This is an optimization exercise on Yosys and OpenROAD, whose aim is small area and a short achievable clock period, not a production implementation. Function was checked by simulation only, so behaviour that the tests miss may differ from the original. No activity file was given, so power comes from the tool's default toggle rates.

<file path="design/flow/flow/run.sh">
#!/bin/bash
# The standard layout, with the port buffers made from plain buffers
# (buffer_ports otherwise picks a delay buffer for every port).
set -euo pipefail
export BUFFER_PORTS_ARGS="-buffer_cell sky130_fd_sc_hd__buf_4"
bash standard.sh > standard.log 2>&1
</file>
<file path="design/flow/standard.sh">
#!/bin/bash
# synth_recipe.tcl (not shown) runs the flow's synth.tcl, then flattens the netlist and writes it again
# the make line also repeats each setting of config.mk as NAME=value (left out here)
make -C /OpenROAD-flow-scripts/flow DESIGN_CONFIG=/design/flow/config.mk WORK_HOME=/design/flow/orfs CLKGATE_MAP_FILE= SYNTH_SCRIPT=/design/flow/synth_recipe.tcl "${@:-finish}"
</file>
<file path="design/flow/config.mk">
export PLATFORM = sky130hd
export DESIGN_NAME = mips
export DESIGN_NICKNAME = mips
export VERILOG_FILES = /design/flow/design.v
export SDC_FILE = /design/flow/constraint.sdc
export NUM_CORES = 4
export LEC_CHECK = 0
export CAP_MARGIN = 20
export CORE_MARGIN = 2
export CORE_UTILIZATION = 65
export CTS_BUF_LIST = sky130_fd_sc_hd__clkbuf_4 sky130_fd_sc_hd__clkbuf_8
export SETUP_SLACK_MARGIN = 3.0
export SLEW_MARGIN = 20
export SYNTH_HIERARCHICAL = 1
</file>
<file path="design/flow/constraint.sdc">
create_clock -name core_clock -period 9.0 [get_ports {clk}]
set_input_delay 1.8000 -clock core_clock [delete_from_list [all_inputs] [get_ports {clk}]]
set_output_delay 1.8000 -clock core_clock [all_outputs]
set_load 0.01 [all_outputs]
</file>
<file path="design/flow/design.v">
module mips (
	input clk,
	input rst,
	output [31:0] imem_addr,
	input [31:0] imem_data,
	output [7:0] dmem_addr,
	output [31:0] dmem_wdata,
	output dmem_we,
	output dmem_re,
	output dmem_byte,
	input [31:0] dmem_rdata
);
	reg [31:2] pc;
	assign imem_addr = {pc, 2'b00};
	wire [5:0] op = imem_data[31:26];
	wire [4:0] rs = imem_data[25:21];
	wire [4:0] rt = imem_data[20:16];
	wire [4:0] rd = imem_data[15:11];
	wire [2:0] fn = imem_data[2:0];
	wire [15:0] imm = imem_data[15:0];
	wire [31:0] se = {{16{imm[15]}}, imm};
	wire r_type = (op == 6'b000000);
	wire addi   = (op == 6'b000010);
	wire subi   = (op == 6'b000011);
	wire andi   = (op == 6'b000100);
	wire ori    = (op == 6'b000101);
	wire slti   = (op == 6'b000111);
	wire move   = (op == 6'b100000);
	wire lw     = (op == 6'b001000);
	wire lb     = (op == 6'b001001);
	wire sw     = (op == 6'b010000);
	wire sb     = (op == 6'b010001);
	wire beq    = (op == 6'b100011);
	wire bne    = (op == 6'b100111);
	wire j      = (op == 6'b111000);
	wire jal    = (op == 6'b111001);
	wire reg_write = r_type | lw | lb | andi | ori | slti | addi | subi | move | jal;
	wire [4:0] wa = r_type ? rd : rt;
	wire r_slt = fn[1] & fn[0] & fn[2];
	wire r_or  = ~fn[1] & fn[0] & fn[2];
	wire use_rt  = r_type | beq | bne;
	wire do_sub  = r_type ? (fn[1] & fn[0]) : (subi | slti | beq | bne);
	wire res_or  = r_type ? r_or : ori;
	wire res_slt = r_type ? r_slt : slti;
	wire res_sum = r_type ? fn[1] & ~(fn[2] & fn[0]) : (addi | subi | move);
	wire [31:0] q [0:31];
	assign q[0] = 32'b0;
	wire [31:0] wd_r;
	genvar gi;
	generate
		for (gi = 1; gi < 32; gi = gi + 1) begin : g_reg
			wire en = rst | (reg_write & (wa == gi));
			reg [31:0] r;
			always @(posedge clk)
				if (en) r <= wd_r;
			assign q[gi] = r;
		end
	endgenerate
	wire [32*31-1:0] q_all;
	wire [8*31-1:0]  q_lo;
	wire [24*31-1:0] q_hi;
	genvar gk;
	generate
		for (gk = 1; gk < 32; gk = gk + 1) begin : g_flat
			assign q_all[32*gk-1 -: 32] = q[gk];
			assign q_lo[8*gk-1 -: 8]    = q[gk][7:0];
			assign q_hi[24*gk-1 -: 24]  = q[gk][31:8];
		end
	endgenerate
	wire [31:0] a_n, r_n;
	wire [31:1] hot_a_lo, hot_a_hi, hot_b;
	rf_dec u_dec_a_lo (.sel(rs), .hot(hot_a_lo));
	rf_dec u_dec_a_hi (.sel(rs), .hot(hot_a_hi));
	rf_dec u_dec_b    (.sel(rt), .hot(hot_b));
	wire [7:0] a_lo;
	rf_port_fast #(.W(8)) u_rd_a_lo (.hot(hot_a_lo), .q(q_lo), .d(a_lo));
	assign a_n[7:0] = ~a_lo;
	rf_port #(.W(24)) u_rd_a_hi (.hot(hot_a_hi), .q(q_hi),  .d_n(a_n[31:8]));
	rf_port #(.W(32)) u_rd_b    (.hot(hot_b),    .q(q_all), .d_n(r_n));
	wire [31:0] a   = ~a_n;
	wire [31:0] rtv = ~r_n;
	wire [31:0] b, bx_n;
	wire [31:0] se_n = ~se;
	genvar gb;
	generate
		for (gb = 0; gb < 32; gb = gb + 1) begin : g_bop
			c_mux2i u_bm (.s(use_rt), .a1(r_n[gb]), .a0(se_n[gb]), .y(b[gb]));
			c_xnor2 u_bx (.a(b[gb]), .b(do_sub), .y(bx_n[gb]));
		end
	endgenerate
	wire [31:0] sum;
	ks_add_n #(.W(32), .L(5)) u_alu_add (.x_n(a_n), .y_n(bx_n), .ci(do_sub), .s(sum));
	wire lt_x = a[31] ^ b[31];
	wire lt_1 = lt_x ? a[31] : 1'b1;	 
	wire lt_0 = lt_x ? a[31] : 1'b0;	 
	wire sel_mem  = lw | lb;
	wire sel_sum  = ~rst & ~sel_mem & res_sum;
	wire sel_slt  = ~rst & ~sel_mem & ~res_sum & res_slt;
	wire [31:0] logic_res = res_or ? (a | b) : (a & b);
	wire [31:0] other = rst ? 32'b0 :
	                    lw ? dmem_rdata :
	                    lb ? {{24{dmem_rdata[7]}}, dmem_rdata[7:0]} :
	                    (res_sum | res_slt) ? 32'b0 : logic_res;
	wire early0 = other[0] | (sel_sum & sum[0]);
	wire wd0_1  = early0 | (sel_slt & lt_1);
	wire wd0_0  = early0 | (sel_slt & lt_0);
	c_mux2 u_wd0 (.s(sum[31]), .a1(wd0_1), .a0(wd0_0), .y(wd_r[0]));
	genvar gw;
	generate
		for (gw = 1; gw < 32; gw = gw + 1) begin : g_wd
			c_a21o u_wd (.a1(sum[gw]), .a2(sel_sum), .b1(other[gw]), .y(wd_r[gw]));
		end
	endgenerate
	ks_add_p8 u_addr_add (.x(a_lo), .y(imm[7:0]), .s(dmem_addr));
	assign dmem_wdata = rtv;
	assign dmem_we    = sw | sb;
	assign dmem_re    = lw | lb;
	assign dmem_byte  = sb | lb;
	wire eq = (a_n == r_n);
	wire take1 = (beq & ~a[31]) | (bne & a[31]);
	wire take0 = (beq & ~a[31] & eq) | (bne & ~(~a[31] & eq));
	wire [31:2] pc4 = pc + 30'd1;
	wire [31:2] pcb = pc4 + se[29:0];
	wire jump = j | jal;
	wire [31:2] pc_nt = rst ? 30'b0 : jump ? {pc[31:28], imem_data[25:0]} : pc4;
	wire [31:2] pc_tk = rst ? 30'b0 : jump ? {pc[31:28], imem_data[25:0]} : pcb;
	wire [31:2] pc_s1 = take1 ? pc_tk : pc_nt;
	wire [31:2] pc_s0 = take0 ? pc_tk : pc_nt;
	wire [31:2] pc_next;
	genvar gp;
	generate
		for (gp = 2; gp < 32; gp = gp + 1) begin : g_pc
			c_mux2 u_pc (.s(sum[31]), .a1(pc_s1[gp]), .a0(pc_s0[gp]), .y(pc_next[gp]));
		end
	endgenerate
	always @(posedge clk)
		pc <= pc_next;
endmodule
module rf_dec (
	input  [4:0]  sel,
	output [31:1] hot
);
	genvar i;
	generate
		for (i = 1; i < 32; i = i + 1) begin : g_hot
			assign hot[i] = (sel == i);
		end
	endgenerate
endmodule
module rf_port #(parameter W = 32) (
	input  [31:1]     hot,
	input  [W*31-1:0] q,
	output [W-1:0]    d_n
);
	genvar b, t;
	generate
		for (b = 0; b < W; b = b + 1) begin : g_bit
			wire [10:0] t_n;
			for (t = 0; t < 10; t = t + 1) begin : g_grp
				c_a222oi u_g (
					.a1(q[W*(3*t+1)-W+b]), .a2(hot[3*t+1]),
					.b1(q[W*(3*t+2)-W+b]), .b2(hot[3*t+2]),
					.c1(q[W*(3*t+3)-W+b]), .c2(hot[3*t+3]),
					.y(t_n[t]));
			end
			c_nand2 u_g31 (.a(q[W*31-W+b]), .b(hot[31]), .y(t_n[10]));
			wire [2:0] u;
			c_nand4 u_u0 (.a(t_n[0]), .b(t_n[1]), .c(t_n[2]), .d(t_n[3]), .y(u[0]));
			c_nand4 u_u1 (.a(t_n[4]), .b(t_n[5]), .c(t_n[6]), .d(t_n[7]), .y(u[1]));
			c_nand3 u_u2 (.a(t_n[8]), .b(t_n[9]), .c(t_n[10]), .y(u[2]));
			c_nor3  u_d  (.a(u[0]), .b(u[1]), .c(u[2]), .y(d_n[b]));
		end
	endgenerate
endmodule
module rf_port_fast #(parameter W = 8) (
	input  [31:1]     hot,
	input  [W*31-1:0] q,
	output [W-1:0]    d
);
	genvar b, t;
	generate
		for (b = 0; b < W; b = b + 1) begin : g_bit
			wire [15:0] t_n;
			for (t = 0; t < 15; t = t + 1) begin : g_grp
				c_a22oi u_g (
					.a1(q[W*(2*t+1)-W+b]), .a2(hot[2*t+1]),
					.b1(q[W*(2*t+2)-W+b]), .b2(hot[2*t+2]),
					.y(t_n[t]));
			end
			c_nand2 u_g31 (.a(q[W*31-W+b]), .b(hot[31]), .y(t_n[15]));
			wire [3:0] u;
			wire [1:0] v_n;
			c_nand4 u_u0 (.a(t_n[0]),  .b(t_n[1]),  .c(t_n[2]),  .d(t_n[3]),  .y(u[0]));
			c_nand4 u_u1 (.a(t_n[4]),  .b(t_n[5]),  .c(t_n[6]),  .d(t_n[7]),  .y(u[1]));
			c_nand4 u_u2 (.a(t_n[8]),  .b(t_n[9]),  .c(t_n[10]), .d(t_n[11]), .y(u[2]));
			c_nand4 u_u3 (.a(t_n[12]), .b(t_n[13]), .c(t_n[14]), .d(t_n[15]), .y(u[3]));
			c_nor2  u_v0 (.a(u[0]), .b(u[1]), .y(v_n[0]));
			c_nor2  u_v1 (.a(u[2]), .b(u[3]), .y(v_n[1]));
			c_nand2 u_d  (.a(v_n[0]), .b(v_n[1]), .y(d[b]));
		end
	endgenerate
endmodule
module ks_add_p8 (
	input  [7:0] x,
	input  [7:0] y,
	output [7:0] s
);
	wire [7:0] h, gn0, pn0;
	wire [7:0] g1, p1;	 
	wire [7:0] gn2, pn2;	 
	wire [7:0] g3;		 
	genvar k;
	generate
		for (k = 0; k < 8; k = k + 1) begin : g_pg
			c_xor2  u_h (.a(x[k]), .b(y[k]), .y(h[k]));
			c_nand2 u_g (.a(x[k]), .b(y[k]), .y(gn0[k]));
			c_nor2  u_p (.a(x[k]), .b(y[k]), .y(pn0[k]));
		end
		for (k = 0; k < 7; k = k + 1) begin : g_l1
			if (k == 0) begin : g_pass
				c_inv u_g (.a(gn0[0]), .y(g1[0]));
				assign p1[0] = 1'b0;
			end else begin : g_op
				c_o21ai u_g (.a1(pn0[k]), .a2(gn0[k-1]), .b1(gn0[k]), .y(g1[k]));
				c_nor2  u_p (.a(pn0[k]), .b(pn0[k-1]), .y(p1[k]));
			end
		end
		for (k = 0; k < 7; k = k + 1) begin : g_l2
			if (k < 2) begin : g_pass
				c_inv u_g (.a(g1[k]), .y(gn2[k]));
				assign pn2[k] = 1'b1;
			end else begin : g_op
				c_a21oi u_g (.a1(p1[k]), .a2(g1[k-2]), .b1(g1[k]), .y(gn2[k]));
				c_nand2 u_p (.a(p1[k]), .b(p1[k-2]), .y(pn2[k]));
			end
		end
		for (k = 0; k < 7; k = k + 1) begin : g_l3
			if (k < 4) begin : g_pass
				c_inv u_g (.a(gn2[k]), .y(g3[k]));
			end else begin : g_op
				c_o21ai u_g (.a1(pn2[k]), .a2(gn2[k-4]), .b1(gn2[k]), .y(g3[k]));
			end
		end
		assign s[0] = h[0];
		for (k = 1; k < 8; k = k + 1) begin : g_sum
			c_xor2 u_s (.a(h[k]), .b(g3[k-1]), .y(s[k]));
		end
	endgenerate
endmodule
module ks_add_n #(parameter W = 32, parameter L = 5) (
	input  [W-1:0] x_n,
	input  [W-1:0] y_n,
	input          ci,
	output [W-1:0] s
);
	wire [W-1:0] h;
	wire [W-1:0] g [0:L];
	wire [W-1:0] p [0:L];
	genvar l, k;
	generate
		for (k = 0; k < W; k = k + 1) begin : g_pg
			c_xor2 u_h (.a(x_n[k]), .b(y_n[k]), .y(h[k]));
			if (k < W - 1) begin : g_gp
				c_nor2  u_g (.a(x_n[k]), .b(y_n[k]), .y(g[0][k+1]));
				c_nand2 u_p (.a(x_n[k]), .b(y_n[k]), .y(p[0][k+1]));
			end
		end
		assign g[0][0] = ci;
		assign p[0][0] = 1'b0;
		for (l = 1; l <= L; l = l + 1) begin : g_lvl
			for (k = 0; k < W; k = k + 1) begin : g_pos
				if (k >= (1 << (l - 1))) begin : g_op
					if (l % 2 == 1) begin : g_odd
						c_a21oi u_g (.a1(p[l-1][k]), .a2(g[l-1][k - (1 << (l - 1))]), .b1(g[l-1][k]), .y(g[l][k]));
						if (l < L && k >= (1 << l)) begin : g_p
							c_nand2 u_p (.a(p[l-1][k]), .b(p[l-1][k - (1 << (l - 1))]), .y(p[l][k]));
						end else begin : g_np
							assign p[l][k] = 1'b0;
						end
					end else begin : g_even
						c_o21ai u_g (.a1(p[l-1][k]), .a2(g[l-1][k - (1 << (l - 1))]), .b1(g[l-1][k]), .y(g[l][k]));
						if (l < L && k >= (1 << l)) begin : g_p
							c_nor2 u_p (.a(p[l-1][k]), .b(p[l-1][k - (1 << (l - 1))]), .y(p[l][k]));
						end else begin : g_np
							assign p[l][k] = 1'b0;
						end
					end
				end else begin : g_pass
					c_inv u_g (.a(g[l-1][k]), .y(g[l][k]));
					assign p[l][k] = 1'b0;
				end
			end
		end
		for (k = 0; k < W; k = k + 1) begin : g_sum
			c_xnor2 u_s (.a(h[k]), .b(g[L][k]), .y(s[k]));
		end
	endgenerate
endmodule
module c_inv   (input a, output y); assign y = ~a; endmodule
module c_nand2 (input a, b, output y); assign y = ~(a & b); endmodule
module c_nand3 (input a, b, c, output y); assign y = ~(a & b & c); endmodule
module c_nand4 (input a, b, c, d, output y); assign y = ~(a & b & c & d); endmodule
module c_nor2  (input a, b, output y); assign y = ~(a | b); endmodule
module c_nor3  (input a, b, c, output y); assign y = ~(a | b | c); endmodule
module c_xor2  (input a, b, output y); assign y = a ^ b; endmodule
module c_xnor2 (input a, b, output y); assign y = ~(a ^ b); endmodule
module c_a21oi (input a1, a2, b1, output y); assign y = ~((a1 & a2) | b1); endmodule
module c_o21ai (input a1, a2, b1, output y); assign y = ~((a1 | a2) & b1); endmodule
module c_a21o  (input a1, a2, b1, output y); assign y = (a1 & a2) | b1; endmodule
module c_mux2i (input s, a1, a0, output y); assign y = ~(s ? a1 : a0); endmodule
module c_mux2  (input s, a1, a0, output y); assign y = s ? a1 : a0; endmodule
module c_a22oi (input a1, a2, b1, b2, output y); assign y = ~((a1 & a2) | (b1 & b2)); endmodule
module c_a222oi (input a1, a2, b1, b2, c1, c2, output y);
	assign y = ~((a1 & a2) | (b1 & b2) | (c1 & c2));
endmodule
</file>
==> results_dict.tcl, run 1 <==
set metrics [dict create \
    status "complete, no violations" \
    via_per_inst 8.30 \
    fin_cells 5307 \
    crit_path_start "imem_data[23]" \
    hold_class "flop to flop" \
    clkLatencyLatePin_ns 0.88 \
    cp_slowest_stage_delay_ns 0.59 \
    path_depth 15 \
    cp_slowest_cell "nand4_1" \
    core_area_um2 75700 \
    crit_buf_inv 4 \
    clk_pin_slew_ns 0.05 \
    hold_buffers 0 \
    r2r-end "pc[29]$_DFF_P_" \
    critPathKind "input port to output pin" \
    reg2reg_from "pc[2]$_DFF_P_" \
    synth_edf_count 992 \
    max_freq_mhz 153 \
    grt_pass1_wl_mm 281 \
    synth_area_per_cell_um2 13.4 \
    yosysUniqueCellTypes 71 \
    numCtsBuffers 160 \
    crit_fanout 8 \
    nNetsFinal 4302 \
    drv_cap 0 \
    dp_hpwl_mm 124 \
    grt_pass1_vias 41700 \
    synth_warnings 8 \
    syn_inst 3691 \
    initial_core_util_pct 65.5 \
    arrival_ns 4.73 \
    grt_max_degree 59 \
    synth_area_um2 49600 \
    clock_path_buffers 3 \
    p_int_mw 8.60 \
    ir_drop_mv 0.188 \
    critPathTopFamily "simple AND/OR/NAND/NOR gates" \
    r2r_cells 15 \
    ioPinCount 141 \
    dieWidth_um 280 \
    fin_crit_sh_pct 72.6 \
    p_leak_nw 21.0 \
    ys_ff_latch 1022 \
    rows 101 \
    antenna_found_initial 7 \
    power_frac_seq_pct 48.4 \
    cts-htree-levels 4 \
    vias 44000 \
    die_area_um2 78600 \
    crit_end "dmem_addr[7]" \
    syn2layout_area_growth_pct 19.8 \
    p_switching_mw 3.88 \
    fin_ws_ns 2.47 \
    start_kind "input port" \
    place_ws_ns 1.68 \
    async_reset_ff_share_pct 0 \
    report.final.hold_viol_count 0 \
    firstDrtPassIters 15 \
    cts.sinks 1022 \
    swShare_pct 31.1 \
    drc 0 \
    wire_per_inst_um 39.2 \
    pwr-share-clk_pct 32.0 \
    io_buffers 138 \
    place.gp.congestion 1.04 \
    die_y_um 280 \
    routed_wl_mm 208 \
    power_per_cell_area_nw_per_um2 210 \
    setup_violations 0 \
    ys.flop_type "edfxtp_1" \
    mostFrequentLayoutCells "edfxtp_1, a222oi_1, buf_4" \
    slew_headroom_pct 14.4 \
    comb_power_share_pct 19.6 \
    worst_slew_pin_slew_ns 1.28 \
    crit_required_ns 7.20 \
    antenna_left 0 \
    mostFrequentLayoutCell "edfxtp_1" \
    grt_usage_pct 50.0 \
    place_inst 4844 \
    min_period_ns 6.53 \
    drive_gt1_share_pct 27.7 \
    endpoint_kind "output pin" \
    fin_hold_ws_ns 0.899 \
    slew_viol_final 0 \
    cts_root_buf "clkbuf_8" \
    grt-ovfl-total 0 \
    finClkSkew_ns 0.0739 \
    r2r_slack_ns 3.97 \
    cts_tree "built" \
    rsz0062_at_grt "yes" \
    first_iter_violations 11500 \
    worstPathCellList "clkbuf_16 -> nand3b_1 -> buf_6 -> nor2_4 -> buf_12 -> a22oi_2 -> nand4_1 -> nor2_4 -> nand2_4 -> nor2_4 -> nor2_2 -> a21oi_2 -> o21ai_1 -> xor2_1 -> buf_4" \
    cp_common_cell "nor2_4" \
    ys_seq_area_share_pct 61.2 \
    tns_ns 0 \
]
## final cells by class
cell class	count	area (um2)
Antenna cell	4	10.0
Timing Repair Buffer	411	3920
Clock buffer	209	2580
Sequential cell	1022	30400
Fill cell	4371	16300
Tap cell	978	1220
Inverter	112	422
Clock inverter	78	614
Multi-Input combinational cell	2493	20300
## stage by stage
step / util [%] / total power, mW / area [um2]
global route: 78.5 / 12.7 / 59400
detailed placement: 70.1 / 8.14 / 53100
floorplan: - / 7.27 / 49700
global placement: 70.1 / 8.07 / 53100
finish: 78.5 / 12.5 / 59400
CTS: 76.4 / 12.1 / 57800
## Yosys stat by module, one instance, submodules excluded, a selection
module     area (um2)  flops+latches
c_xnor2          8.76              0
c_a21oi          8.76              0
c_a222oi         10.0              0
c_mux2i          10.0              0
c_mux2           15.0              0
c_a22oi          12.5              0
c_nand4          6.26              0
c_nand2          3.75              0
c_a21o           7.51              0
c_inv            3.75              0
c_nor2           3.75              0
c_nand3          5.00              0
rf_dec            218              0
ks_add_p8        7.51              0
c_o21ai          5.00              0
## synthesized netlist by cell type (all sizes together), types with 9 or more instances
cell | number | share of area, %
and3 | 13 | 0.16
mux2i | 48 | 0.97
or3b | 10 | 0.22
inv | 112 | 0.85
a31oi | 15 | 0.19
nand3 | 85 | 0.86
nand4 | 160 | 2.0
o22ai | 25 | 0.32
edfxtp | 992 | 60
a21o | 41 | 0.62
o211ai | 9 | 0.14
a22oi | 123 | 3.1
clkbuf | 53 | 0.40
mux2 | 37 | 1.1
xor2 | 83 | 1.5
or2 | 12 | 0.15
nand2 | 269 | 2.0
a211oi | 9 | 0.14
or3 | 12 | 0.16
ha | 35 | 0.88
a222oi | 561 | 11
dfxtp | 30 | 1.2
xnor2 | 116 | 2.0
buf | 17 | 0.19
o21ai | 142 | 1.4
nor3 | 81 | 1.4
nand3b | 9 | 0.14
nand2b | 13 | 0.16
a21oi | 205 | 2.7
nor4 | 14 | 0.21
nor2 | 287 | 2.2
## layer usage
layer  wire length [um]  track usage (%)
met5                243                0
met4              22000             41.7
met1              61300             59.5
met3              38200             19.6
met2              86300             71.8
## sequential cells by signal (all words and copies together), names as in the netlist
name,flops
g.r,992
pc,30
## worst register-to-register path, stage by stage, from the launching register on
cell      delay, ns
dfxtp_1        0.62
ha_1           0.40
and3_1         0.33
and2_1         0.30
nand2_1        0.12
xnor2_1        0.26
ha_1           0.39
a21oi_1        0.28
o21ai_1        0.16
or3b_1         0.41
nor3_1         0.32
o31ai_1        0.21
a311oi_1       0.43
xor2_1         0.23
a221oi_1       0.12
mux2_4         0.30
## power groups by stage
stage          logic [mW]  registers (mW)  clock network, mW
6_report             2.44            6.04               4.00
5_1_grt              2.50            6.07               4.16
4_1_cts              2.12            6.01               3.95
3_5_place_dp         2.03            6.11                  0
3_3_place_gp         2.00            6.07                  0
2_1_floorplan        1.24            6.03                  0
## cells by family after synthesis
logic type	after synthesis	share of synthesized area, %
compound gates	1170	20.6
xor+xnor	199	3.51
fa+ha+maj	44	1.08
buf+inv	182	1.44
flops	1022	61.2
mux	85	2.04
other cells	1	0.00756
simple gates	988	10.0
## worst min path at each step
stage / start / slack, ns / cells after the start / to
detailed placement: pc[30]$_DFF_P_ / 0.87 / 3 / pc[30]$_DFF_P_
global placement: pc[30]$_DFF_P_ / 0.85 / 3 / pc[30]$_DFF_P_
floorplan: pc[30]$_DFF_P_ / 0.81 / 3 / pc[30]$_DFF_P_
finish: pc[31]$_DFF_P_ / 0.90 / 3 / pc[31]$_DFF_P_
CTS: pc[30]$_DFF_P_ / 0.90 / 3 / pc[30]$_DFF_P_
global route: pc[30]$_DFF_P_ / 0.96 / 3 / pc[30]$_DFF_P_
## what timing repair did
item,CTS,global route
cloned,2,8
pin swaps,58,91
endpoints found under the setup margin,978,798
setup buffers,65,95
gates resized for setup,195,123
==> inputs of run 2 (changes only) <==
--- a/design/flow/config.mk
+++ b/design/flow/config.mk
@@ -7,8 +7,10 @@
 export LEC_CHECK = 0
 export CAP_MARGIN = 20
 export CORE_MARGIN = 2
-export CORE_UTILIZATION = 65
+export CORE_UTILIZATION = 55
 export CTS_BUF_LIST = sky130_fd_sc_hd__clkbuf_4 sky130_fd_sc_hd__clkbuf_8
+export CTS_CLUSTER_DIAMETER = 80
+export CTS_CLUSTER_SIZE = 15
 export SETUP_SLACK_MARGIN = 3.0
 export SLEW_MARGIN = 20
 export SYNTH_HIERARCHICAL = 1
==> results_dict.tcl, run 2 <==
set metrics [dict create \
    status "complete, no violations" \
    report.final.hold_viol_count 0 \
    grt_max_degree 59 \
    dieWidth_um 304 \
    yosysTopAreaCellShare_pct 60.0 \
    async_reset_ff_share_pct 0 \
    ys_ff_latch 1022 \
    cp_slowest_stage_delay_ns 0.42 \
    syn_inst 3691 \
    drive_gt1_share_pct 23.9 \
    worstPathCellList "buf_12 -> or3b_4 -> buf_12 -> buf_4 -> nor2_4 -> buf_4 -> a22oi_2 -> nand4_1 -> nor2_1 -> nand2_4 -> nand2_1 -> o21ai_2 -> buf_4 -> a21oi_2 -> inv_2 -> xor2_4 -> buf_4" \
    synth_common_cells "edfxtp_1, a222oi_1, nor2_1" \
    crit_required_ns 7.20 \
    clock_path_buffers 3 \
    vias 40800 \
    syn2layout_area_growth_pct 13.8 \
    dp_hpwl_mm 127 \
    mostFrequentLayoutCell "edfxtp_1" \
    start_kind "input port" \
    mostFrequentLayoutCells "edfxtp_1, a222oi_1, buf_4" \
    finClkSkew_ns 0.0455 \
    firstDrtPassIters 17 \
    largest_reg_flops 992 \
    numCtsBuffers 81 \
    endpoint_kind "output pin" \
    antenna_left 0 \
    yosys.area_share.simple_pct 10.0 \
    cts_tree "built" \
    regMostFlops "g.r" \
    synth_xor_area_share_pct 3.51 \
    io_buffers 138 \
    rows 110 \
    drv_cap 0 \
    muxShareOfSynthArea_pct 2.04 \
    synth_area_per_cell_um2 13.4 \
    max_freq_mhz 163 \
    yosysUniqueCellTypes 71 \
    synthAdderAreaFrac_pct 1.08 \
    power_per_cell_area_nw_per_um2 191 \
    fin_crit_sh_pct 68.2 \
    nNetsFinal 4152 \
    cts-htree-levels 3 \
    fin_hold_ws_ns 0.870 \
    setup_violations 0 \
    routed_wl_mm 197 \
    via_per_inst 7.77 \
    yosysMostFrequentCell "edfxtp_1" \
    core_area_um2 89700 \
    cp_common_cell "buf_4" \
    total_power_mw 10.8 \
    ys.flop_type "edfxtp_1" \
    die_y_um 304 \
    ir_drop_mv 0.147 \
    ys_seq_area_share_pct 61.2 \
    synth_area_um2 49600 \
    synth_top_cell_by_area "edfxtp_1" \
    top_regs "g.r: 992 flops, pc: 30 flops" \
    synth_compound_area_share_pct 20.6 \
    cp_slowest_cell "nor2_1" \
    crit_fanout 5 \
    grt-ovfl-total 0 \
    arrival_ns 4.34 \
    synth_edf_count 992 \
    drc 0 \
    first_iter_violations 8138 \
    fin_util_pct 62.9 \
    slew_headroom_pct 17.0 \
    tns_ns 0 \
    grt_pass1_vias 39200 \
    ioPinCount 141 \
    grt_pass1_wl_mm 275 \
    cts.sinks 1022 \
    initial_core_util_pct 55.3 \
    critPathKind "input port to output pin" \
    rsz0062_at_grt "yes" \
    antenna_found_initial 2 \
    fin_ws_ns 2.86 \
    synth_area_leaders "edfxtp_1, a222oi_1, a22oi_2, nor2_1, xnor2_1" \
    wire_per_inst_um 37.5 \
    place_ws_ns 1.62 \
    grt_usage_pct 41.1 \
    worst_slew_pin_slew_ns 1.23 \
    synth_top_family_by_area "compound AO/OA/AOI/OAI gates" \
    die_area_um2 92600 \
    p_leak_nw 19.4 \
    min_period_ns 6.14 \
    clkLatencyLatePin_ns 0.79 \
    clk_pin_slew_ns 0.10 \
    synth_warnings 8 \
    slew_viol_final 0 \
    place.gp.congestion 1.05 \
    cts_root_buf "clkbuf_8" \
    hold_class "flop to flop" \
]
run 2: cell counts after synthesis:
Identical to the previous run, type by type.
run 2: cell families (layout without fill, tap and decap cells):
kind of cell	Yosys count	after routing
AOI/OAI and AO/OA	1170	1170
xor gates and xnor gates	199	199
adders and majority gates	44	44
buffers and inverters	182	559
DFF	1022	1022
muxes	85	85
other	1	4
and+or+nand+nor	988	988
run 2: per-stage QoR:
step | cell area, um2 | instances
4_1_cts | 55800 | 5214
2_1_floorplan | 49700 | 3692
3_5_place_dp | 53500 | 5063
3_3_place_gp | 53500 | 5063
6_report | 56500 | 5247
5_1_grt | 56500 | 5247
run 2: timing repair:
item | CTS | global route
resized for setup | 152 | 74
gates cloned | 0 | 1
hold buffers | 0 | 0
buffers inserted | 49 | 29
pin swaps | 58 | 52
endpoints found under the setup margin | 1000 | 834
run 2: layout make-up:
type	instances	area (um2)
antenna	2	5.00
timing repair buffer	345	2840
fill	6788	33300
inverter	112	422
clock buffer	88	1170
sequential	1022	30400
multi-input combinational	2488	20000
clock inverter	14	166
tap	1176	1470
run 2: layer usage:
metal,global-route usage [%],routed length [um],vias to the layer above
met2,62.1,86400,3589
met3,9.65,26200,658
met1,53.3,68800,20000
li1,-,-,16500
met5,0,13,-
met4,27.2,15600,2
run 2: worst max-delay path, delay by kind of cell:
kind	cells	cell delay, ns
XOR/XNOR	1	0.21
AND/OR/NAND/NOR	6	1.13
buffers and inverters	7	0.83
AO/OA/AOI/OAI	3	0.34
run 2: path summary, 6_finish.rpt:
check                                    start        endpoint  slack, ns  depth (start not counted)
worst max-delay path             imem_data[21]    dmem_addr[4]       2.86                         17
worst min-delay path            pc[30]$_DFF_P_  pc[30]$_DFF_P_       0.87                          3
worst max register to register   pc[2]$_DFF_P_  pc[31]$_DFF_P_       3.99                         15
worst min register to register  pc[30]$_DFF_P_  pc[30]$_DFF_P_       0.87                          3
run 2: Yosys stat by module, one instance, submodules excluded, a selection:
| module | cells | area [um2] |
|---|---|---|
| c_a21oi | 1 | 8.76 |
| c_a222oi | 1 | 10.0 |
| c_a22oi | 1 | 12.5 |
| c_mux2 | 1 | 15.0 |
| c_mux2i | 1 | 10.0 |
| c_nand2 | 1 | 3.75 |
| c_nand3 | 1 | 5.00 |
| c_nand4 | 1 | 6.26 |
| c_nor2 | 1 | 3.75 |
| c_nor3 | 1 | 10.0 |
| c_xor2 | 1 | 8.76 |
| ks_add_p8 | 1 | 7.51 |
| mips | 1961 | 35900 |
| rf_dec | 46 | 218 |
run 2: power by group:
part           internal (mW)  switching, mW  leakage, nW
Clock                  0.904           1.56        0.690
Combinational          0.757           1.56         8.28
Sequential              5.74          0.264         10.5
Total                   7.40           3.38         19.4
==> inputs of run 3 (changes only) <==
--- a/design/flow/config.mk
+++ b/design/flow/config.mk
@@ -9,8 +9,7 @@
 export CORE_MARGIN = 2
 export CORE_UTILIZATION = 55
 export CTS_BUF_LIST = sky130_fd_sc_hd__clkbuf_4 sky130_fd_sc_hd__clkbuf_8
-export CTS_CLUSTER_DIAMETER = 80
-export CTS_CLUSTER_SIZE = 15
+export PLACE_DENSITY = 0.75
 export SETUP_SLACK_MARGIN = 3.0
 export SLEW_MARGIN = 20
 export SYNTH_HIERARCHICAL = 1
==> results_dict.tcl, run 3 <==
set metrics [dict create \
    top_regs "g.r: 992 flops, pc: 30 flops" \
    ir_drop_mv 0.186 \
    clock_path_buffers 3 \
    dp_hpwl_mm 117 \
    hold_buffers 0 \
    status "complete, no violations" \
    clk_pin_slew_ns 0.06 \
    start_kind "input port" \
    vias 42900 \
    finClkSkew_ns 0.0441 \
    use_met1_pct 50.4 \
    worst_slew_pin_slew_ns 1.34 \
    nNetsFinal 4288 \
    ys_ff_latch 1022 \
    numCtsBuffers 161 \
    use_met3_pct 14.3 \
    die_area_um2 92600 \
    place_ws_ns 1.53 \
    synth_area_per_cell_um2 13.4 \
    wire_per_inst_um 36.5 \
    cts.sinks 1022 \
    max_freq_mhz 162 \
    cts-htree-levels 4 \
    grt_pass1_vias 40200 \
    async_reset_ff_share_pct 0 \
    p_leak_nw 20.9 \
    core_area_um2 89700 \
    synth_area_leaders "edfxtp_1, a222oi_1, a22oi_2, nor2_1, xnor2_1" \
    slew_headroom_pct 10.4 \
    grt_max_degree 59 \
    cts_tree "built" \
    fin_crit_sh_pct 68.8 \
    arrival_ns 4.39 \
    use_met2_pct 57.6 \
    routed_wl_mm 200 \
    ioPinCount 141 \
    critPathKind "input port to output pin" \
    drv_cap 0 \
    place.gp.congestion 1.00 \
    crit_path_start "imem_data[20]" \
    fin_area_um2 59200 \
    synth_edf_count 992 \
    first_iter_violations 11300 \
    endpoint_kind "output pin" \
    crit_fanout 10 \
    min_period_ns 6.19 \
    power_per_cell_area_nw_per_um2 209 \
    initial_core_util_pct 55.3 \
    firstDrtPassIters 15 \
    slew_viol_final 0 \
    grt_pass1_wl_mm 271 \
    clkLatencyLatePin_ns 0.87 \
    grt_usage_pct 40.2 \
    io_buffers 138 \
    crit_required_ns 7.20 \
    reg2reg_from "pc[2]$_DFF_P_" \
    tns_ns 0 \
    r2r_cells 15 \
    report.final.hold_viol_count 0 \
    largest_reg_flops 992 \
    synth_common_cells "edfxtp_1, a222oi_1, nor2_1" \
    rsz0062_at_grt "yes" \
    drc 0 \
    synth_area_um2 49600 \
    mostFrequentLayoutCells "edfxtp_1, a222oi_1, buf_4" \
    place_area_um2 53400 \
    crit_end "dmem_wdata[8]" \
    hold_class "flop to flop" \
    r2r_slack_ns 3.90 \
    fin_hold_ws_ns 0.862 \
    fin_ws_ns 2.81 \
    yosysTopAreaCellShare_pct 60.0 \
    regMostFlops "g.r" \
    yosysUniqueCellTypes 71 \
    r2r-end "pc[29]$_DFF_P_" \
    yosysMostFrequentCell "edfxtp_1" \
    drive_gt1_share_pct 27.3 \
    grt-ovfl-total 0 \
    num-fill-cells 6342 \
    antenna_found_initial 2 \
    synth_warnings 8 \
    via_per_inst 7.82 \
    dieWidth_um 304 \
    syn_inst 3691 \
    syn2layout_area_growth_pct 19.4 \
    rows 110 \
    grt_busiest_layer "met2" \
    setup_violations 0 \
    die_y_um 304 \
    ys_seq_area_share_pct 61.2 \
    antenna_left 0 \
    cts_root_buf "clkbuf_8" \
    synth_top_cell_by_area "edfxtp_1" \
    mostFrequentLayoutCell "edfxtp_1" \
    ys.flop_type "edfxtp_1" \
]
==> run 3: cell types whose count changed in the layout (fill, tap and decap cells not counted), moves of 9 or more <==
| cell | previous run | this run |
|---|---|---|
| clkbuf_16 | 1 | 12 |
| clkbuf_4 | 7 | 47 |
| buf_12 | 12 | 35 |
| a21o_1 | 10 | 19 |
| clkbuf_8 | 81 | 162 |
| buf_4 | 311 | 326 |
| clkinv_2 | 1 | 24 |
| clkinv_1 | 1 | 32 |
==> run 3: per-layer routing <==
| metal | wire length, um | vias to the layer above |
|---|---|---|
| li1 | - | 16900 |
| met1 | 64000 | 20300 |
| met2 | 81900 | 4691 |
| met3 | 35400 | 1047 |
| met4 | 18600 | 4 |
| met5 | 141 | - |
==> run 3: report_power, final <==
group / internal, mW / total [mW] / switching, mW / leakage (nW)
clock network: 2.07 / 4.01 / 1.93 / 1.68
registers: 5.75 / 6.02 / 0.270 / 10.5
logic: 0.779 / 2.35 / 1.57 / 8.75
total: 8.60 / 12.4 / 3.78 / 20.9
==> run 3: stage by stage <==
step | util [%] | std cells | total power, mW
global placement | 59.5 | 5055 | 8.07
global route | 66.0 | 5486 | 12.7
detailed placement | 59.5 | 5055 | 8.12
CTS | 64.1 | 5384 | 12.1
finish | 66.0 | 5486 | 12.4
floorplan | - | 3692 | 7.27
==> run 3: worst min path at each step <==
stage	depth (start not counted)	endpoint	startpoint	slack, ns
2_1_floorplan	3	pc[30]$_DFF_P_	pc[30]$_DFF_P_	0.81
5_1_grt	3	pc[31]$_DFF_P_	pc[31]$_DFF_P_	0.92
4_1_cts	3	pc[31]$_DFF_P_	pc[31]$_DFF_P_	0.86
3_5_place_dp	3	pc[31]$_DFF_P_	pc[31]$_DFF_P_	0.85
3_3_place_gp	3	pc[31]$_DFF_P_	pc[31]$_DFF_P_	0.83
6_report	3	pc[31]$_DFF_P_	pc[31]$_DFF_P_	0.86
==> run 3: cell type report <==
class | instances | area, um2 | area share (%)
diodes | 1 | 2.50 | 0.00422
inverters | 112 | 422 | 0.712
clock inverters | 77 | 621 | 1.05
repair buffers | 396 | 3740 | 6.31
clock buffers | 209 | 2580 | 4.36
multi-input cells | 2493 | 20000 | 33.8
well taps | 1176 | 1470 | 2.48
flip-flops and latches | 1022 | 30400 | 51.3
==> run 3: per-module statistics from Yosys (local to each module, per instance), excerpt <==
module	copies in the design	area (um2)	cells	flops+latches
c_nand3	56	5.00	1	0
c_o21ai	63	5.00	1	0
c_nor3	56	10.0	1	0
c_xnor2	64	8.76	1	0
c_nand2	167	3.75	1	0
c_a22oi	120	12.5	1	0
rf_dec	3	218	46	0
c_inv	38	3.75	1	0
ks_add_p8	1	7.51	1	0
c_a21oi	80	8.76	1	0
c_a222oi	560	10.0	1	0
c_a21o	31	7.51	1	0
c_mux2	31	15.0	1	0
mips	1	35900	1961	1022
c_nor2	102	3.75	1	0
==> run 3: worst max-delay path, cell delays in order <==
cell and delay [ns]:
buf_4 0.13, or2_4 0.22, buf_6 0.14, nor2_4 0.08
buf_12 0.16, a222oi_1 0.31, nand4_1 0.70, nor3_4 0.47
buf_4 0.18, inv_2 0.03, buf_4 0.13
==> run 3: repair_timing <==
action | CTS | global route
buffers inserted | 42 | 84
pin swaps | 38 | 64
gates cloned | 1 | 16
resized for setup | 122 | 148
setup endpoints to repair | 705 | 939
==> run 3: cells by family after synthesis <==
group                      after synthesis  synth area share (%)
AOI/OAI and AO/OA                     1170                  20.6
and+or+nand+nor                        988                  10.0
muxes                                   85                  2.04
other                                    1               0.00756
buffers and inverters                  182                  1.44
adders and majority gates               44                  1.08
xor gates and xnor gates               199                  3.51
DFF                                   1022                  61.2
==> inputs of run 4 (changes only) <==
--- a/design/flow/config.mk
+++ b/design/flow/config.mk
@@ -9,7 +9,8 @@
 export CORE_MARGIN = 2
 export CORE_UTILIZATION = 55
 export CTS_BUF_LIST = sky130_fd_sc_hd__clkbuf_4 sky130_fd_sc_hd__clkbuf_8
-export PLACE_DENSITY = 0.75
-export SETUP_SLACK_MARGIN = 3.0
+export CTS_CLUSTER_DIAMETER = 80
+export CTS_CLUSTER_SIZE = 15
+export SETUP_SLACK_MARGIN = 3.3
 export SLEW_MARGIN = 20
 export SYNTH_HIERARCHICAL = 1
==> results_dict.tcl, run 4 <==
set metrics [dict create \
    status "complete, but fails checks" \
    so.violations "capacitance limit, slew limit" \
    setup_violations 0 \
    rows 110 \
    initial_core_util_pct 55.3 \
    drc 0 \
    firstDrtPassIters 12 \
    cts_tree "built" \
    cts-htree-levels 3 \
    crit_fanout 8 \
    fin_area_um2 60700 \
    synth_area_per_cell_um2 13.4 \
    yosysTopAreaCellShare_pct 60.0 \
    clock_path_buffers 3 \
    clkLatencyLatePin_ns 0.80 \
    dieWidth_um 304 \
    power_per_cell_area_nw_per_um2 184 \
    ys_ff_latch 1022 \
    routed_wl_mm 216 \
    arrival_ns 4.29 \
    async_reset_ff_share_pct 0 \
    io_buffers 138 \
    cts_root_buf "clkbuf_8" \
    dp_hpwl_mm 127 \
    yosysUniqueCellTypes 71 \
    worst_slew_pin_slew_ns 1.69 \
    endpoint_kind "output pin" \
    wire_per_inst_um 39.4 \
    fin_util_pct 67.6 \
    synth_warnings 8 \
    regMostFlops "g.r" \
    rsz0062_at_grt "yes" \
    die_area_um2 92600 \
    numCtsBuffers 81 \
    hold_class "flop to flop" \
    grt-ovfl-total 0 \
    place_area_um2 53500 \
    grt_usage_pct 43.6 \
    synth_area_leaders "edfxtp_1, a222oi_1, a22oi_2, nor2_1, xnor2_1" \
    synth_area_um2 49600 \
    ir_drop_mv 0.146 \
    largest_reg_flops 992 \
    antenna_left 0 \
    grt_pass1_vias 40100 \
    clk_pin_slew_ns 0.10 \
    syn2layout_area_growth_pct 22.3 \
    die_y_um 304 \
    yosysMostFrequentCell "edfxtp_1" \
    nNetsFinal 4397 \
    grt_max_degree 59 \
    p_leak_nw 21.3 \
    ys.flop_type "edfxtp_1" \
    cp_slowest_cell "nand4_1" \
    first_iter_violations 9970 \
    antenna_found_initial 2 \
    top_regs "g.r: 992 flops, pc: 30 flops" \
    synth_common_cells "edfxtp_1, a222oi_1, nor2_1" \
    drive_gt1_share_pct 30.1 \
    slew_headroom_pct -13.8 \
    vias 43100 \
    max_freq_mhz 164 \
    hold_buffers 0 \
    mostFrequentLayoutCell "edfxtp_1" \
    ioPinCount 141 \
    mostFrequentLayoutCells "edfxtp_1, a222oi_1, buf_4" \
    report.final.hold_viol_count 0 \
    r2r_slack_ns 3.98 \
    cts.sinks 1022 \
    min_period_ns 6.09 \
    ys_seq_area_share_pct 61.2 \
    slew_viol_final 8 \
    synth_top_cell_by_area "edfxtp_1" \
    grt_pass1_wl_mm 289 \
    via_per_inst 7.84 \
    finClkSkew_ns 0.0441 \
    tns_ns 0 \
    fin_crit_sh_pct 67.6 \
    total_power_mw 11.2 \
    place.gp.congestion 1.05 \
    synth_edf_count 992 \
    drv_cap 2 \
    critPathKind "input port to output pin" \
    core_area_um2 89700 \
    worstPathCellList "buf_12 -> buf_8 -> buf_6 -> or3b_4 -> buf_6 -> nor2_4 -> buf_12 -> buf_12 -> a222oi_1 -> nand4_1 -> nor3_4 -> inv_2 -> buf_6" \
    syn_inst 3691 \
    crit_required_ns 7.20 \
    start_kind "input port" \
    cp_slowest_stage_delay_ns 0.57 \
]
-- run 4: cell counts after synthesis --
Identical to the previous run, type by type.
-- run 4: where the power goes --
| group | total, mW | switching [mW] | leakage (nW) | internal [mW] |
|---|---|---|---|---|
| Combinational | 2.71 | 1.74 | 10.2 | 0.965 |
| Clock | 2.48 | 1.58 | 0.690 | 0.903 |
| Sequential | 6.00 | 0.267 | 10.5 | 5.74 |
| Total | 11.2 | 3.59 | 21.3 | 7.60 |
-- run 4: cell type report --
| cell class | instances | area, um2 |
|---|---|---|
| clock buffer | 88 | 1170 |
| tap | 1176 | 1470 |
| sequential | 1022 | 30400 |
| clock inverter | 14 | 166 |
| antenna | 2 | 5.00 |
| timing repair buffer | 583 | 6230 |
| multi-input combinational | 2495 | 20800 |
| fill | 6322 | 29100 |
| inverter | 112 | 437 |
-- run 4: per-module statistics from Yosys, one instance, submodules excluded, a selection --
| module | flip-flops and latches | cell area, um2 | cells inside | times used |
|---|---|---|---|---|
| mips | 1022 | 35900 | 1961 | 1 |
| rf_dec | 0 | 218 | 46 | 3 |
| c_mux2i | 0 | 10.0 | 1 | 32 |
| c_a222oi | 0 | 10.0 | 1 | 560 |
| c_nor3 | 0 | 10.0 | 1 | 56 |
| c_a21oi | 0 | 8.76 | 1 | 80 |
| c_xnor2 | 0 | 8.76 | 1 | 64 |
| c_xor2 | 0 | 8.76 | 1 | 47 |
| c_a21o | 0 | 7.51 | 1 | 31 |
| ks_add_p8 | 0 | 7.51 | 1 | 1 |
| c_nand4 | 0 | 6.26 | 1 | 144 |
| c_o21ai | 0 | 5.00 | 1 | 63 |
| c_nand3 | 0 | 5.00 | 1 | 56 |
| c_inv | 0 | 3.75 | 1 | 38 |
| c_nor2 | 0 | 3.75 | 1 | 102 |
-- run 4: what timing repair did --
action,in CTS,in global routing
setup buffers,164,124
resized for setup,358,224
hold endpoints to repair,0,0
pin swaps,187,177
setup endpoints to repair,1062,968
cloned,20,15
-- run 4: cell families (layout without fill, tap and decap cells) --
logic type | Yosys count | count (layout) | share of synthesized area [%]
fa+ha+maj | 44 | 44 | 1.08
buf+inv | 182 | 797 | 1.44
flops | 1022 | 1022 | 61.2
other cells | 1 | 4 | 0.00756
compound gates | 1170 | 1174 | 20.6
simple gates | 988 | 988 | 10.0
mux | 85 | 88 | 2.04
xor+xnor | 199 | 199 | 3.51
-- run 4: routing by layer --
layer | vias up | global-route usage, % | part of all wire, %
li1 | 17000 | - | -
met1 | 20900 | 56.7 | 33
met2 | 4317 | 63.7 | 42
met3 | 846 | 11.7 | 16
met4 | 2 | 30.8 | 9.1
met5 | - | 0 | 0.036
-- run 4: per-stage QoR --
stage,setup WS (ns),instances,hold slack [ns]
3_3_place_gp,1.64,5063,0.831
3_5_place_dp,1.62,5063,0.834
4_1_cts,3.03,5349,0.875
6_report,2.91,5492,0.873
2_1_floorplan,2.64,3692,0.812
5_1_grt,2.93,5492,0.931
-- run 4: path summary, 6_finish.rpt --
kind	startpoint	to	cells past startpoint
setup / recovery	imem_data[16]	dmem_wdata[23]	13
setup reg to reg	pc[2]$_DFF_P_	pc[29]$_DFF_P_	15
hold / removal	pc[30]$_DFF_P_	pc[30]$_DFF_P_	3
hold reg to reg	pc[30]$_DFF_P_	pc[30]$_DFF_P_	3
-- run 4: critical path, delay by kind of cell --
family | cells | cell delay, ns
simple gates | 4 | 1.14
compound gates | 1 | 0.46
buf+inv | 8 | 0.87
==> inputs of run 5 (changes only) <==
--- a/design/flow/design.v
+++ b/design/flow/design.v
@@ -67,29 +67,25 @@
 			assign q_hi[24*gk-1 -: 24]  = q[gk][31:8];
 		end
 	endgenerate
-	wire [31:0] a_n, r_n;
+	wire [31:0] a, rtv;
 	wire [31:1] hot_a_lo, hot_a_hi, hot_b;
 	rf_dec u_dec_a_lo (.sel(rs), .hot(hot_a_lo));
 	rf_dec u_dec_a_hi (.sel(rs), .hot(hot_a_hi));
 	rf_dec u_dec_b    (.sel(rt), .hot(hot_b));
-	wire [7:0] a_lo;
-	rf_port_fast #(.W(8)) u_rd_a_lo (.hot(hot_a_lo), .q(q_lo), .d(a_lo));
-	assign a_n[7:0] = ~a_lo;
-	rf_port #(.W(24)) u_rd_a_hi (.hot(hot_a_hi), .q(q_hi),  .d_n(a_n[31:8]));
-	rf_port #(.W(32)) u_rd_b    (.hot(hot_b),    .q(q_all), .d_n(r_n));
-	wire [31:0] a   = ~a_n;
-	wire [31:0] rtv = ~r_n;
-	wire [31:0] b, bx_n;
-	wire [31:0] se_n = ~se;
+	rf_port_fast #(.W(8))  u_rd_a_lo (.hot(hot_a_lo), .q(q_lo),  .d(a[7:0]));
+	rf_port_fast #(.W(24)) u_rd_a_hi (.hot(hot_a_hi), .q(q_hi),  .d(a[31:8]));
+	rf_port_fast #(.W(32)) u_rd_b    (.hot(hot_b),    .q(q_all), .d(rtv));
+	wire [31:0] b_n, bx;
 	genvar gb;
 	generate
 		for (gb = 0; gb < 32; gb = gb + 1) begin : g_bop
-			c_mux2i u_bm (.s(use_rt), .a1(r_n[gb]), .a0(se_n[gb]), .y(b[gb]));
-			c_xnor2 u_bx (.a(b[gb]), .b(do_sub), .y(bx_n[gb]));
+			c_mux2i u_bm (.s(use_rt), .a1(rtv[gb]), .a0(se[gb]), .y(b_n[gb]));
+			c_xnor2 u_bx (.a(b_n[gb]), .b(do_sub), .y(bx[gb]));
 		end
 	endgenerate
+	wire [31:0] b = ~b_n;
 	wire [31:0] sum;
-	ks_add_n #(.W(32), .L(5)) u_alu_add (.x_n(a_n), .y_n(bx_n), .ci(do_sub), .s(sum));
+	ks_add_p #(.W(32), .L(5)) u_alu_add (.x(a), .y(bx), .ci_n(~do_sub), .s(sum));
 	wire lt_x = a[31] ^ b[31];
 	wire lt_1 = lt_x ? a[31] : 1'b1;	 
 	wire lt_0 = lt_x ? a[31] : 1'b0;	 
@@ -111,12 +107,12 @@
 			c_a21o u_wd (.a1(sum[gw]), .a2(sel_sum), .b1(other[gw]), .y(wd_r[gw]));
 		end
 	endgenerate
-	ks_add_p8 u_addr_add (.x(a_lo), .y(imm[7:0]), .s(dmem_addr));
+	ks_add_p8 u_addr_add (.x(a[7:0]), .y(imm[7:0]), .s(dmem_addr));
 	assign dmem_wdata = rtv;
 	assign dmem_we    = sw | sb;
 	assign dmem_re    = lw | lb;
 	assign dmem_byte  = sb | lb;
-	wire eq = (a_n == r_n);
+	wire eq = (a == rtv);
 	wire take1 = (beq & ~a[31]) | (bne & a[31]);
 	wire take0 = (beq & ~a[31] & eq) | (bne & ~(~a[31] & eq));
 	wire [31:2] pc4 = pc + 30'd1;
@@ -147,31 +143,6 @@
 		end
 	endgenerate
 endmodule
-module rf_port #(parameter W = 32) (
-	input  [31:1]     hot,
-	input  [W*31-1:0] q,
-	output [W-1:0]    d_n
-);
-	genvar b, t;
-	generate
-		for (b = 0; b < W; b = b + 1) begin : g_bit
-			wire [10:0] t_n;
-			for (t = 0; t < 10; t = t + 1) begin : g_grp
-				c_a222oi u_g (
-					.a1(q[W*(3*t+1)-W+b]), .a2(hot[3*t+1]),
-					.b1(q[W*(3*t+2)-W+b]), .b2(hot[3*t+2]),
-					.c1(q[W*(3*t+3)-W+b]), .c2(hot[3*t+3]),
-					.y(t_n[t]));
-			end
-			c_nand2 u_g31 (.a(q[W*31-W+b]), .b(hot[31]), .y(t_n[10]));
-			wire [2:0] u;
-			c_nand4 u_u0 (.a(t_n[0]), .b(t_n[1]), .c(t_n[2]), .d(t_n[3]), .y(u[0]));
-			c_nand4 u_u1 (.a(t_n[4]), .b(t_n[5]), .c(t_n[6]), .d(t_n[7]), .y(u[1]));
-			c_nand3 u_u2 (.a(t_n[8]), .b(t_n[9]), .c(t_n[10]), .y(u[2]));
-			c_nor3  u_d  (.a(u[0]), .b(u[1]), .c(u[2]), .y(d_n[b]));
-		end
-	endgenerate
-endmodule
 module rf_port_fast #(parameter W = 8) (
 	input  [31:1]     hot,
 	input  [W*31-1:0] q,
@@ -247,10 +218,10 @@
 		end
 	endgenerate
 endmodule
-module ks_add_n #(parameter W = 32, parameter L = 5) (
-	input  [W-1:0] x_n,
-	input  [W-1:0] y_n,
-	input          ci,
+module ks_add_p #(parameter W = 32, parameter L = 5) (
+	input  [W-1:0] x,
+	input  [W-1:0] y,
+	input          ci_n,
 	output [W-1:0] s
 );
 	wire [W-1:0] h;
@@ -259,40 +230,40 @@
 	genvar l, k;
 	generate
 		for (k = 0; k < W; k = k + 1) begin : g_pg
-			c_xor2 u_h (.a(x_n[k]), .b(y_n[k]), .y(h[k]));
+			c_xor2 u_h (.a(x[k]), .b(y[k]), .y(h[k]));
 			if (k < W - 1) begin : g_gp
-				c_nor2  u_g (.a(x_n[k]), .b(y_n[k]), .y(g[0][k+1]));
-				c_nand2 u_p (.a(x_n[k]), .b(y_n[k]), .y(p[0][k+1]));
+				c_nand2 u_g (.a(x[k]), .b(y[k]), .y(g[0][k+1]));
+				c_nor2  u_p (.a(x[k]), .b(y[k]), .y(p[0][k+1]));
 			end
 		end
-		assign g[0][0] = ci;
-		assign p[0][0] = 1'b0;
+		assign g[0][0] = ci_n;
+		assign p[0][0] = 1'b1;
 		for (l = 1; l <= L; l = l + 1) begin : g_lvl
 			for (k = 0; k < W; k = k + 1) begin : g_pos
 				if (k >= (1 << (l - 1))) begin : g_op
 					if (l % 2 == 1) begin : g_odd
-						c_a21oi u_g (.a1(p[l-1][k]), .a2(g[l-1][k - (1 << (l - 1))]), .b1(g[l-1][k]), .y(g[l][k]));
+						c_o21ai u_g (.a1(p[l-1][k]), .a2(g[l-1][k - (1 << (l - 1))]), .b1(g[l-1][k]), .y(g[l][k]));
 						if (l < L && k >= (1 << l)) begin : g_p
-							c_nand2 u_p (.a(p[l-1][k]), .b(p[l-1][k - (1 << (l - 1))]), .y(p[l][k]));
+							c_nor2 u_p (.a(p[l-1][k]), .b(p[l-1][k - (1 << (l - 1))]), .y(p[l][k]));
 						end else begin : g_np
 							assign p[l][k] = 1'b0;
 						end
 					end else begin : g_even
-						c_o21ai u_g (.a1(p[l-1][k]), .a2(g[l-1][k - (1 << (l - 1))]), .b1(g[l-1][k]), .y(g[l][k]));
+						c_a21oi u_g (.a1(p[l-1][k]), .a2(g[l-1][k - (1 << (l - 1))]), .b1(g[l-1][k]), .y(g[l][k]));
 						if (l < L && k >= (1 << l)) begin : g_p
-							c_nor2 u_p (.a(p[l-1][k]), .b(p[l-1][k - (1 << (l - 1))]), .y(p[l][k]));
+							c_nand2 u_p (.a(p[l-1][k]), .b(p[l-1][k - (1 << (l - 1))]), .y(p[l][k]));
 						end else begin : g_np
-							assign p[l][k] = 1'b0;
+							assign p[l][k] = 1'b1;
 						end
 					end
 				end else begin : g_pass
 					c_inv u_g (.a(g[l-1][k]), .y(g[l][k]));
-					assign p[l][k] = 1'b0;
+					assign p[l][k] = (l % 2 == 1) ? 1'b0 : 1'b1;
 				end
 			end
 		end
 		for (k = 0; k < W; k = k + 1) begin : g_sum
-			c_xnor2 u_s (.a(h[k]), .b(g[L][k]), .y(s[k]));
+			c_xor2 u_s (.a(h[k]), .b(g[L][k]), .y(s[k]));
 		end
 	endgenerate
 endmodule
==> design/flow/run.sh (new file) <==
#!/bin/bash
# synth_recipe.tcl (not shown) runs the flow's synth.tcl, then flattens the netlist and writes it again
# the make line also repeats each setting of config.mk as NAME=value (left out here)
make -C /OpenROAD-flow-scripts/flow DESIGN_CONFIG=/design/flow/config.mk WORK_HOME=/design/flow/orfs CLKGATE_MAP_FILE= SYNTH_SCRIPT=/design/flow/synth_recipe.tcl finish
--- a/design/flow/config.mk
+++ b/design/flow/config.mk
@@ -9,8 +9,6 @@
 export CORE_MARGIN = 2
 export CORE_UTILIZATION = 55
 export CTS_BUF_LIST = sky130_fd_sc_hd__clkbuf_4 sky130_fd_sc_hd__clkbuf_8
-export CTS_CLUSTER_DIAMETER = 80
-export CTS_CLUSTER_SIZE = 15
-export SETUP_SLACK_MARGIN = 3.3
+export SETUP_SLACK_MARGIN = 2.5
 export SLEW_MARGIN = 20
 export SYNTH_HIERARCHICAL = 1
removed: design/flow/flow/run.sh
removed: design/flow/standard.sh
==> results_dict.tcl, run 5 <==
set metrics [dict create \
    antenna_left 0 \
    clkLatencyLatePin_ns 0.86 \
    drc 0 \
    place.gp.congestion 0.992 \
    clock_path_buffers 3 \
    rsz0062_at_grt "yes" \
    cts.sinks 1022 \
    die_y_um 320 \
    via_per_inst 6.88 \
    grt_max_degree 63 \
    wire_per_inst_um 32.8 \
    drive_gt1_share_pct 38.5 \
    report.final.hold_viol_count 0 \
    synth_common_cells "edfxtp_1, a22oi_2, nor2_1" \
    total_power_mw 12.5 \
    synth_warnings 8 \
    p_leak_nw 21.7 \
    start_kind "input port" \
    largest_reg_flops 992 \
    mostFrequentLayoutCells "edfxtp_1, a22oi_2, nand2_1" \
    core_area_um2 98700 \
    ys.flop_type "edfxtp_1" \
    synth_area_leaders "edfxtp_1, a22oi_2, nand4_1, nor2_1, nand2_1" \
    async_reset_ff_share_pct 0 \
    endpoint_kind "output pin" \
    fin_cells 6132 \
    worst_slew_pin_slew_ns 1.20 \
    num-fill-cells 7309 \
    initial_core_util_pct 55.6 \
    setup_violations 0 \
    vias 42200 \
    cts_tree "built" \
    cts-htree-levels 4 \
    power_per_cell_area_nw_per_um2 191 \
    top_layer "met4" \
    fin_ws_ns 2.40 \
    nNetsFinal 4798 \
    synth_area_per_cell_um2 13.3 \
    multi_input_comb_area_um2 25000 \
    crit_required_ns 7.20 \
    slew_headroom_pct 19.5 \
    ys_seq_area_share_pct 55.4 \
    hold_buffers 0 \
    status "complete, no violations" \
    regMostFlops "g.r" \
    max_freq_mhz 152 \
    clk_pin_slew_ns 0.05 \
    fin_hold_ws_ns 0.895 \
    syn2layout_area_growth_pct 19.0 \
    fin_crit_sh_pct 73.3 \
    yosysUniqueCellTypes 79 \
    dp_hpwl_mm 134 \
    synth_edf_count 992 \
    grt_pass1_vias 40800 \
    dieWidth_um 320 \
    cts_root_buf "clkbuf_8" \
    antenna_found_initial 8 \
    regArea_um2 30400 \
    yosysMostFrequentCell "edfxtp_1" \
    place_ws_ns 0.861 \
    firstDrtPassIters 6 \
    yosysTopAreaCellShare_pct 54.3 \
    grt_pass1_wl_mm 285 \
    hold_class "flop to flop" \
    ioPinCount 141 \
    critPathKind "input port to output pin" \
    ys_ff_latch 1022 \
    place_inst 5673 \
    numCtsBuffers 172 \
    slew_viol_final 0 \
    met2_length_mm 92.9 \
    finClkSkew_ns 0.0402 \
    arrival_ns 4.80 \
    synth_area_um2 54900 \
    wl_met1_mm 80.7 \
    synth_top_cell_by_area "edfxtp_1" \
    drv_cap 0 \
    rows 115 \
    syn_inst 4125 \
    grt-ovfl-total 0 \
    first_iter_violations 4846 \
    crit_fanout 13 \
    die_area_um2 102000 \
    grt_usage_pct 38.6 \
    tns_ns 0 \
    wl_met3_mm 19.2 \
    routed_wl_mm 201 \
    mostFrequentLayoutCell "edfxtp_1" \
    ir_drop_mv 0.145 \
    min_period_ns 6.60 \
    io_buffers 138 \
    top_regs "g.r: 992 flops, pc: 30 flops" \
]
[run 5: where the power goes]
part	total, mW	switching [mW]	internal, mW	leakage, nW
combinational	2.24	1.52	0.719	9.43
clock	4.12	1.96	2.17	1.80
sequential	6.12	0.353	5.77	10.5
total	12.5	3.83	8.65	21.7
[run 5: critical path: stages]
cell and delay, ns:
clkdlybuf4s15_2 0.37, nand3b_1 0.17, buf_4 0.23, buf_4 0.17, nor2_4 0.04, buf_12 0.15
buf_12 0.17, a22oi_2 0.15, nand4_1 0.24, nor2_1 0.43, nand2_1 0.27, clkdlybuf4s50_1 0.58
[run 5: logic make-up after synthesis]
| group | Yosys count | synth area share, % |
|---|---|---|
| AO/OA/AOI/OAI | 1430 | 27.3 |
| XOR/XNOR | 199 | 3.18 |
| adder cells (fa/ha/maj) | 42 | 0.944 |
| buffers and inverters | 140 | 1.08 |
| flip-flops | 1022 | 55.4 |
| multiplexers | 85 | 1.86 |
| other | 1 | 0.00683 |
| AND/OR/NAND/NOR | 1206 | 10.3 |
[run 5: modules after synthesis (local to each module, per instance), a selection]
module,area (um2),cells
c_a21o,7.51,1
c_a22oi,12.5,1
c_mux2i,10.0,1
c_nor2,3.75,1
c_o21ai,5.00,1
c_xnor2,8.76,1
ks_add_p8,7.51,1
[run 5: worst paths after layout]
path	startpoint	end	slack, ns	depth (start not counted)
worst min-delay path	pc[2]$_DFF_P_	pc[2]$_DFF_P_	0.89	4
worst max register to register	pc[9]$_DFF_P_	pc[31]$_DFF_P_	4.19	15
worst min register to register	pc[2]$_DFF_P_	pc[2]$_DFF_P_	0.89	4
worst max-delay path	imem_data[17]	dmem_wdata[26]	2.40	12
[run 5: area by class of cell]
| class | count | share of cell area (%) |
|---|---|---|
| Timing Repair Buffer | 457 | 7.09 |
| Multi-Input combinational cell | 2971 | 38.3 |
| Sequential cell | 1022 | 46.5 |
| Clock inverter | 81 | 0.786 |
| Antenna cell | 7 | 0.0268 |
| Inverter | 72 | 0.420 |
| Clock buffer | 235 | 4.39 |
| Tap cell | 1287 | 2.47 |
[run 5: per-stage QoR]
step | util (%) | area, um2
after global routing | 66.2 | 65300
after global placement | 60.8 | 60000
after CTS | 65.9 | 65000
final | 66.2 | 65300
after detailed placement | 60.8 | 60000
after floorplan | - | 55200
[run 5: repair_timing]
action	4_1_cts	5_1_grt
setup buffers	116	11
setup endpoints to repair	582	259
gates resized for setup	117	38
pin swaps	46	8
gates cloned	7	0
[run 5: per-layer routing]
layer	vias to the layer above	GRT usage (%)
met3	459	7.55
met5	-	0
met4	0	15.6
met2	2405	60.8
li1	17900	-
met1	21400	52.7

## separate check: timing with driven ports
In the flow no input, the clock included, has a driving cell. The finished layouts below were timed again as built, in two steps.
Step 1 assumes that a clkbuf_16 drives the clock port and a buf_2 every other input.
Step 2 times the ports against the registers' clock, not the clock port: input delays grow and output delays shrink by t, the midpoint of the rising clock arrivals with the driver on.
Slacks: ideal ports / drivers / drivers and shift; pairs: ideal ports / drivers.
| run | shift t [ns] | setup WS [ns] | worst setup path after step 2 | clock arrival spread, ns | worst register clock-pin slew, ns |
|---|---|---|---|---|---|
| run 1 | 0.908 | 2.467 / 2.256 / 1.782 | input to register | 0.074 / 0.074 | 0.08 / 0.08 |
| run 2 | 0.843 | 2.865 / 2.764 / 2.011 | input to register | 0.046 / 0.045 | 0.11 / 0.11 |
| run 3 | 0.921 | 2.810 / 2.722 / 1.965 | input to register | 0.044 / 0.044 | 0.07 / 0.07 |
| run 4 | 0.854 | 2.913 / 2.650 / 2.065 | input to register | 0.044 / 0.044 | 0.11 / 0.11 |
| run 5 | 0.917 | 2.404 / 2.379 / 1.734 | input to register | 0.040 / 0.040 | 0.07 / 0.07 |
The setup slack of run 2, which loses most, moves by -0.101 ns with the drivers and by -0.854 ns with both steps.
